Context: an optimization exercise on an open-source flow, tuned for small area and a short achievable clock period. The choices shown serve that exercise and are no tape-out recipe.
Function was checked by simulation only, so behaviour that the tests miss may differ from the original.

run A:
Design axis_eth_fcs, start of the top module:
module axis_eth_fcs
(
    input  wire        clk,
    input  wire        rst,
    input  wire [127:0]  input_axis_tdata,
    input  wire [15:0]   input_axis_tstrb,
    input  wire          input_axis_tvalid,
    output wire          input_axis_tready,
    input  wire          input_axis_tlast,
    output wire [31:0] output_fcs,
    output wire        output_fcs_valid
);
reg [31:0] crc_raw;
reg [1:0] crc_pad;
reg crc_restart;
reg fcs_valid_reg;
wire [15:0] s = input_axis_tstrb;
wire [31:0] crc;
wire [31:0] u1, u2, u3;
wire p32 = crc_raw[27] ^ crc_raw[29];
wire p33 = crc_raw[28] ^ crc_raw[30];
wire p34 = crc_raw[25] ^ crc_raw[31];
wire p35 = crc_raw[26] ^ p33;
wire p36 = crc_raw[24] ^ p32;
wire p37 = p34 ^ p36;
wire p38 = crc_raw[26] ^ crc_raw[31];
wire p39 = p32 ^ p38;
wire p40 = crc_raw[24] ^ crc_raw[27];
wire p41 = crc_raw[24] ^ p35;
wire p42 = crc_raw[25] ^ p35;
wire p43 = crc_raw[27] ^ p33;
wire p44 = crc_raw[28] ^ crc_raw[29];
wire p45 = p34 ^ p35;
wire p46 = crc_raw[26] ^ crc_raw[30];
wire p47 = crc_raw[30] ^ p32;
wire p48 = crc_raw[28] ^ p40;
assign u1[0] = p37;
assign u1[1] = p42;
assign u1[2] = p39;
assign u1[3] = p43;
assign u1[4] = crc_raw[31] ^ p44;
assign u1[5] = crc_raw[29] ^ crc_raw[30];
assign u1[6] = crc_raw[25] ^ crc_raw[30] ^ p36;
assign u1[7] = p45;
assign u1[8] = crc_raw[0] ^ p39;
assign u1[9] = crc_raw[1] ^ crc_raw[24] ^ crc_raw[29] ^ p33 ^ p34;
assign u1[10] = crc_raw[2] ^ p40 ^ p46;
assign u1[11] = crc_raw[3] ^ crc_raw[27] ^ crc_raw[28] ^ p34;
assign u1[12] = crc_raw[4] ^ crc_raw[26] ^ p44;
assign u1[13] = crc_raw[5] ^ p47;
assign u1[14] = crc_raw[6] ^ crc_raw[31] ^ p33;
assign u1[15] = crc_raw[7] ^ crc_raw[29] ^ crc_raw[31];
assign u1[16] = crc_raw[8] ^ crc_raw[30] ^ p37;
assign u1[17] = crc_raw[9] ^ p45;
assign u1[18] = crc_raw[10] ^ p39;
assign u1[19] = crc_raw[11] ^ p43;
assign u1[20] = crc_raw[12] ^ crc_raw[25] ^ p48;
assign u1[21] = crc_raw[13] ^ p38 ^ p48;
assign u1[22] = crc_raw[14] ^ crc_raw[24] ^ crc_raw[28] ^ crc_raw[31];
assign u1[23] = crc_raw[15] ^ crc_raw[25] ^ crc_raw[29];
assign u1[24] = crc_raw[16] ^ p37 ^ p46;
assign u1[25] = crc_raw[17] ^ crc_raw[29] ^ p41;
assign u1[26] = crc_raw[18] ^ p34 ^ p47;
assign u1[27] = crc_raw[19] ^ p36 ^ p42;
assign u1[28] = crc_raw[20] ^ p41;
assign u1[29] = crc_raw[21] ^ p32 ^ p34;
  ...
export LEC_CHECK = 0
export CAP_MARGIN = 20
export CORE_MARGIN = 2
export CORE_UTILIZATION = 40
export SETUP_SLACK_MARGIN = 0.3
export SLEW_MARGIN = 20
create_clock -name core_clock -period 16.0 [get_ports {clk}]
standard.sh (not shown) runs the stock make flow with config.mk's settings and CLKGATE_MAP_FILE= SYNTH_SCRIPT=/design/flow/synth_recipe.tcl, a recipe that flattens the netlist after the stock synthesis.
==> flow/flow/run.sh <==
#!/bin/bash
set -euo pipefail
cd "$(dirname "$0")/.."
if [[ -f flow/extra.mk ]]; then cat flow/extra.mk >> config.mk; fi
mapfile -t ARGS < <(grep -v '^\s*$' flow/args.txt)
bash standard.sh synth > flow_synth.log 2>&1
bash standard.sh "${ARGS[@]}" finish > flow_finish.log 2>&1
==> flow/flow/args.txt <==
SETUP_SLACK_MARGIN=9.25
BUFFER_PORTS_ARGS=-buffer_cell sky130_fd_sc_hd__buf_2
PLACE_DENSITY=0.75
==> flow/flow/extra.mk <==
export DONT_USE_CELLS += sky130_fd_sc_hd__xor3_1 sky130_fd_sc_hd__xor3_2 sky130_fd_sc_hd__xor3_4 sky130_fd_sc_hd__xnor3_1 sky130_fd_sc_hd__xnor3_2 sky130_fd_sc_hd__xnor3_4
Changes in run B relative to run A:
--- a/flow/flow/run.sh
+++ b/flow/flow/run.sh
@@ -6,2 +6,7 @@
 bash standard.sh synth > flow_synth.log 2>&1
+RES=orfs/results/${FLOW_PLATFORM}/axis_eth_fcs/base
+cp $RES/1_2_yosys.v flow_1_2_yosys_standard.v
+LIB=$(ls ${FLOW_HOME}/platforms/${FLOW_PLATFORM}/lib/sky130_fd_sc_hd__tt_025C_1v80.lib)
+python3 flow/downsize.py $RES/1_2_yosys.v $LIB > flow_downsize.log 2>&1
+touch $RES/1_2_yosys.v
 bash standard.sh "${ARGS[@]}" finish > flow_finish.log 2>&1
==> flow/flow/args.txt <==
SETUP_SLACK_MARGIN=9.5
BUFFER_PORTS_ARGS=-buffer_cell sky130_fd_sc_hd__buf_2
==> flow/flow/downsize.py (new file) <==
#!/usr/bin/env python3
"""Set every combinational cell of a synthesized netlist to its smallest
drive strength (_1, or _0 where the platform has no _1 ... as listed in the
liberty file); flip-flops keep their cells. The timing repair later sizes up
what the constraints need."""
import re, sys
net, lib = sys.argv[1], sys.argv[2]
cells = set(re.findall(r'^\s*cell\s*\(\s*"?(sky130_fd_sc_hd__\w+?)"?\s*\)', open(lib).read(), re.M))
dont = set(sys.argv[3:])
def smallest(name):
    m = re.match(r'(sky130_fd_sc_hd__[a-z0-9]+?)_(\d+)$', name)
    if not m:
        return name
    base = m.group(1)
    if re.match(r'sky130_fd_sc_hd__(e?df|sdf|dl|conb|tap|fill|decap|clk)', base):
        return name
    for d in ("1", "0"):
        cand = "%s_%s" % (base, d)
        if cand in cells and cand not in dont:
            if int(d) < int(m.group(2)):
                return cand
            return name
    return name
src = open(net).read()
n = [0]
def sub(mo):
    new = smallest(mo.group(1))
    if new != mo.group(1):
        n[0] += 1
    return new + mo.group(2)
out = re.sub(r'\b(sky130_fd_sc_hd__\w+)(\s+[\\\w])', sub, src)
open(net, "w").write(out)
print("downsized", n[0], "cells")
[summary]
The flow completed for run B, but it is not clean: the layout still shows capacitance limit. Run B has vias after detailed routing above what run A had. Run B vs. run A: final critical-path required period -0.29 ns. For first-pass GRT wire length, run A and run B come out practically identical. Delta (run B minus run A): maximum clock rate increased 4.5%; cell area after synthesis shows a reduction of 690 µm²; fraction of layout cells with a size suffix above 1 about even.
What run C does differently from run B at the input level:
==> flow/flow/args.txt <==
SETUP_SLACK_MARGIN=9.0
BUFFER_PORTS_ARGS=-buffer_cell sky130_fd_sc_hd__buf_2
[summary]
Compared to run B, run C has utilization after layout 4.5 points lower.
Run C finished every stage and its layout cleared the timing, DRC and antenna checks.
Peak fanout along the critical path up about 26% in run C wrt run B
Run C vs run B — met2 routed wirelength dropped 2.6%.
Edits applied to the flow inputs when going from run C to run D:
==> flow/flow/run.sh <==
#!/bin/bash
set -euo pipefail
cd "$(dirname "$0")/.."
if [[ -f flow/extra.mk ]]; then cat flow/extra.mk >> config.mk; fi
mapfile -t ARGS < <(grep -v '^\s*$' flow/args.txt)
bash standard.sh synth > flow_synth.log 2>&1
bash standard.sh "${ARGS[@]}" finish > flow_finish.log 2>&1
==> flow/flow/args.txt <==
SETUP_SLACK_MARGIN=9.25
BUFFER_PORTS_ARGS=-buffer_cell sky130_fd_sc_hd__buf_1
removed: flow/flow/downsize.py
Run D vs. run C: largest incremental delay on the critical path went down by 0.12 ns; total length of routed wires increased by about 3.2% relative to the old numbers.
As far as number of sequential cells in the layout goes, run D and run C are indistinguishable; the numbers are identical.
Number of buffers outside the clock class in the layout ends up lower on run C.
Run D can be clocked faster than run C.
Comparing the two runs side by side, run D comes out behind run C on worst hold slack.
For run E, these inputs were changed with respect to run D:
==> flow/flow/args.txt <==
SETUP_SLACK_MARGIN=9.25
BUFFER_PORTS_ARGS=-buffer_cell sky130_fd_sc_hd__buf_2
RECOVER_POWER=100
Run E: all stages done; final checks FAILED (capacitance limit, slew limit).
The clock buffer and inverter area fraction after layout of run E and that of run D are within noise of each other.
Diff run E..run D | routed via count divided by cell count | negligible
The met2 layer usage reported by global route reported for run E is smaller than that of run D by 1.1 points.
Run E: hold slack is 0.041 ns higher than what run D reported.
### run E -> run F
==> flow/flow/args.txt <==
SETUP_SLACK_MARGIN=9.75
BUFFER_PORTS_ARGS=-buffer_cell sky130_fd_sc_hd__buf_2
### Flow results
- Run F finished every step from synthesis to the final layout, and the layout passed the timing, DRC and antenna checks.
- The post-route minimum period of run F is lower than that of run E.
- Delta (run F minus run E): sequential cell count neither gained nor lost much, global-route wire length before repair picked up an extra 1700 µm, worst setup slack picked up an extra 3.21 ns.
- Final cell count without fillers in run F is 3.6% higher than in run E

========
axis_eth_fcs again, from the RTL that the note above started with.
Settings: LEC_CHECK=0, CAP_MARGIN=20, CORE_MARGIN=2, CORE_UTILIZATION=40, SETUP_SLACK_MARGIN=0.3, SLEW_MARGIN=20; clock period 16.0 ns.
==> flow/flow/run.sh <==
#!/bin/bash
set -euo pipefail
cd "$(dirname "$0")/.."
if [[ -f flow/extra.mk ]]; then cat flow/extra.mk >> config.mk; fi
mapfile -t ARGS < <(grep -v '^\s*$' flow/args.txt)
bash standard.sh synth > flow_synth.log 2>&1
bash standard.sh "${ARGS[@]}" finish > flow_finish.log 2>&1
==> flow/flow/args.txt <==
SETUP_SLACK_MARGIN=8.75
BUFFER_PORTS_ARGS=-buffer_cell sky130_fd_sc_hd__buf_2
Scripts as last shown in full above: flow/flow/extra.mk
Next try:
--- a/flow/flow/run.sh
+++ b/flow/flow/run.sh
@@ -5,3 +5,8 @@
 mapfile -t ARGS < <(grep -v '^\s*$' flow/args.txt)
 bash standard.sh synth > flow_synth.log 2>&1
+RES=orfs/results/${FLOW_PLATFORM}/axis_eth_fcs/base
+cp $RES/1_2_yosys.v flow_1_2_yosys_standard.v
+LIB=$(ls ${FLOW_HOME}/platforms/${FLOW_PLATFORM}/lib/sky130_fd_sc_hd__tt_025C_1v80.lib)
+python3 flow/downsize.py $RES/1_2_yosys.v $LIB > flow_downsize.log 2>&1
+touch $RES/1_2_yosys.v
 bash standard.sh "${ARGS[@]}" finish > flow_finish.log 2>&1
==> flow/flow/args.txt (replaced) <==
SETUP_SLACK_MARGIN=9.25
BUFFER_PORTS_ARGS=-buffer_cell sky130_fd_sc_hd__buf_2
SLEW_MARGIN=10
CAP_MARGIN=10
==> flow/flow/downsize.py (new file) <==
#!/usr/bin/env python3
"""Set every combinational cell of a synthesized netlist to its smallest
drive strength (_1, or _0 where the platform has no _1 ... as listed in the
liberty file); flip-flops keep their cells. The timing repair later sizes up
what the constraints need."""
import re, sys
net, lib = sys.argv[1], sys.argv[2]
cells = set(re.findall(r'^\s*cell\s*\(\s*"?(sky130_fd_sc_hd__\w+?)"?\s*\)', open(lib).read(), re.M))
dont = set(sys.argv[3:])
def smallest(name):
    m = re.match(r'(sky130_fd_sc_hd__[a-z0-9]+?)_(\d+)$', name)
    if not m:
        return name
    base = m.group(1)
    if re.match(r'sky130_fd_sc_hd__(e?df|sdf|dl|conb|tap|fill|decap|clk)', base):
        return name
    for d in ("1", "0"):
        cand = "%s_%s" % (base, d)
        if cand in cells and cand not in dont:
            if int(d) < int(m.group(2)):
                return cand
            return name
    return name
src = open(net).read()
n = [0]
def sub(mo):
    new = smallest(mo.group(1))
    if new != mo.group(1):
        n[0] += 1
    return new + mo.group(2)
out = re.sub(r'\b(sky130_fd_sc_hd__\w+)(\s+[\\\w])', sub, src)
open(net, "w").write(out)
print("downsized", n[0], "cells")
Effect:
- synthesized cell count does not change
- non-clock buffer count goes up by 26
- clock-buffer cell count came out lower by 2
Next try:
==> flow/flow/run.sh (replaced) <==
#!/bin/bash
set -euo pipefail
cd "$(dirname "$0")/.."
if [[ -f flow/extra.mk ]]; then cat flow/extra.mk >> config.mk; fi
mapfile -t ARGS < <(grep -v '^\s*$' flow/args.txt)
bash standard.sh synth > flow_synth.log 2>&1
bash standard.sh "${ARGS[@]}" finish > flow_finish.log 2>&1
==> flow/flow/args.txt (replaced) <==
SETUP_SLACK_MARGIN=9.5
BUFFER_PORTS_ARGS=-buffer_cell sky130_fd_sc_hd__buf_2
CORE_UTILIZATION=48
removed: flow/flow/downsize.py
Clock skew went up by 0.0051 ns.
Global-route usage went up by 5.5 points.
Non-clock buffer count climbs by 39.
Hold slack gets worse by 0.016 ns.
Final cell count went down by 1.2%.
Final area rises by about 7.5%.
Next try:
--- a/flow/flow/run.sh
+++ b/flow/flow/run.sh
@@ -5,3 +5,8 @@
 mapfile -t ARGS < <(grep -v '^\s*$' flow/args.txt)
 bash standard.sh synth > flow_synth.log 2>&1
+RES=orfs/results/${FLOW_PLATFORM}/axis_eth_fcs/base
+cp $RES/1_2_yosys.v flow_1_2_yosys_standard.v
+LIB=$(ls ${FLOW_HOME}/platforms/${FLOW_PLATFORM}/lib/sky130_fd_sc_hd__tt_025C_1v80.lib)
+python3 flow/downsize.py $RES/1_2_yosys.v $LIB > flow_downsize.log 2>&1
+touch $RES/1_2_yosys.v
 bash standard.sh "${ARGS[@]}" finish > flow_finish.log 2>&1
==> flow/flow/args.txt (replaced) <==
SETUP_SLACK_MARGIN=9.25
BUFFER_PORTS_ARGS=-buffer_cell sky130_fd_sc_hd__buf_1
==> flow/flow/downsize.py (new file) <==
#!/usr/bin/env python3
"""Set every combinational cell of a synthesized netlist to its smallest
drive strength (_1, or _0 where the platform has no _1 ... as listed in the
liberty file); flip-flops keep their cells. The timing repair later sizes up
what the constraints need."""
import re, sys
net, lib = sys.argv[1], sys.argv[2]
cells = set(re.findall(r'^\s*cell\s*\(\s*"?(sky130_fd_sc_hd__\w+?)"?\s*\)', open(lib).read(), re.M))
dont = set(sys.argv[3:])
def smallest(name):
    m = re.match(r'(sky130_fd_sc_hd__[a-z0-9]+?)_(\d+)$', name)
    if not m:
        return name
    base = m.group(1)
    if re.match(r'sky130_fd_sc_hd__(e?df|sdf|dl|conb|tap|fill|decap|clk)', base):
        return name
    for d in ("1", "0"):
        cand = "%s_%s" % (base, d)
        if cand in cells and cand not in dont:
            if int(d) < int(m.group(2)):
                return cand
            return name
    return name
src = open(net).read()
n = [0]
def sub(mo):
    new = smallest(mo.group(1))
    if new != mo.group(1):
        n[0] += 1
    return new + mo.group(2)
out = re.sub(r'\b(sky130_fd_sc_hd__\w+)(\s+[\\\w])', sub, src)
open(net, "w").write(out)
print("downsized", n[0], "cells")
Result: The changed run went through all stages and came out clean. Cell count goes up by a few percent. Setup slack loses 0.18 ns. Register-to-register slack gains 0.04 ns.

[afterwards: timing with drivers on the ports]
The flow's constraints put no driver on any port. The routed layouts listed below were extracted and timed again, unchanged, in two steps.
Step 1 sets driving cells, clkbuf_16 on the clock port and buf_2 on the other inputs (assumed; they add their load-dependent delay and slew).
Step 2 adds t to the input delays and takes it off the output delays; t is the mean of the earliest and latest rising clock arrival at the registers after step 1. Input paths then give back, and output paths get back, about the clock's delay inside the block.
a / b / c = ideal / step 1 / step 2; a / b = the first two.
run | t (ns) | setup slack, ns | worst setup path after step 2 | latest minus earliest clock arrival (ns)
run A | 0.332 | 9.199 / 9.181 / 8.866 | input to register | 0.010 / 0.010
run B | 0.329 | 9.491 / 9.306 / 8.977 | input to register | 0.014 / 0.014
run C | 0.344 | 8.960 / 8.975 / 8.631 | input to register | 0.015 / 0.014
run D | 0.343 | 9.180 / 9.203 / 8.861 | input to register | 0.009 / 0.009
run E | 0.326 | 6.483 / 6.505 / 6.179 | input to register | 0.010 / 0.010
run F | 0.331 | 9.697 / 9.713 / 9.382 | input to register | 0.011 / 0.011
the first run of note 2 | 0.325 | 8.795 / 8.813 / 8.488 | input to register | 0.008 / 0.009
the second run of note 2 | 0.337 | 9.217 / 9.182 / 8.903 | input to register | 0.013 / 0.013
the third run of note 2 | 0.348 | 9.396 / 9.418 / 9.070 | input to register | 0.018 / 0.019
the fourth run of note 2 | 0.333 | 9.220 / 9.220 / 8.887 | input to register | 0.013 / 0.013
For run B, which loses most, drivers alone change the setup slack by -0.185 ns; drivers and shift together by -0.514 ns.
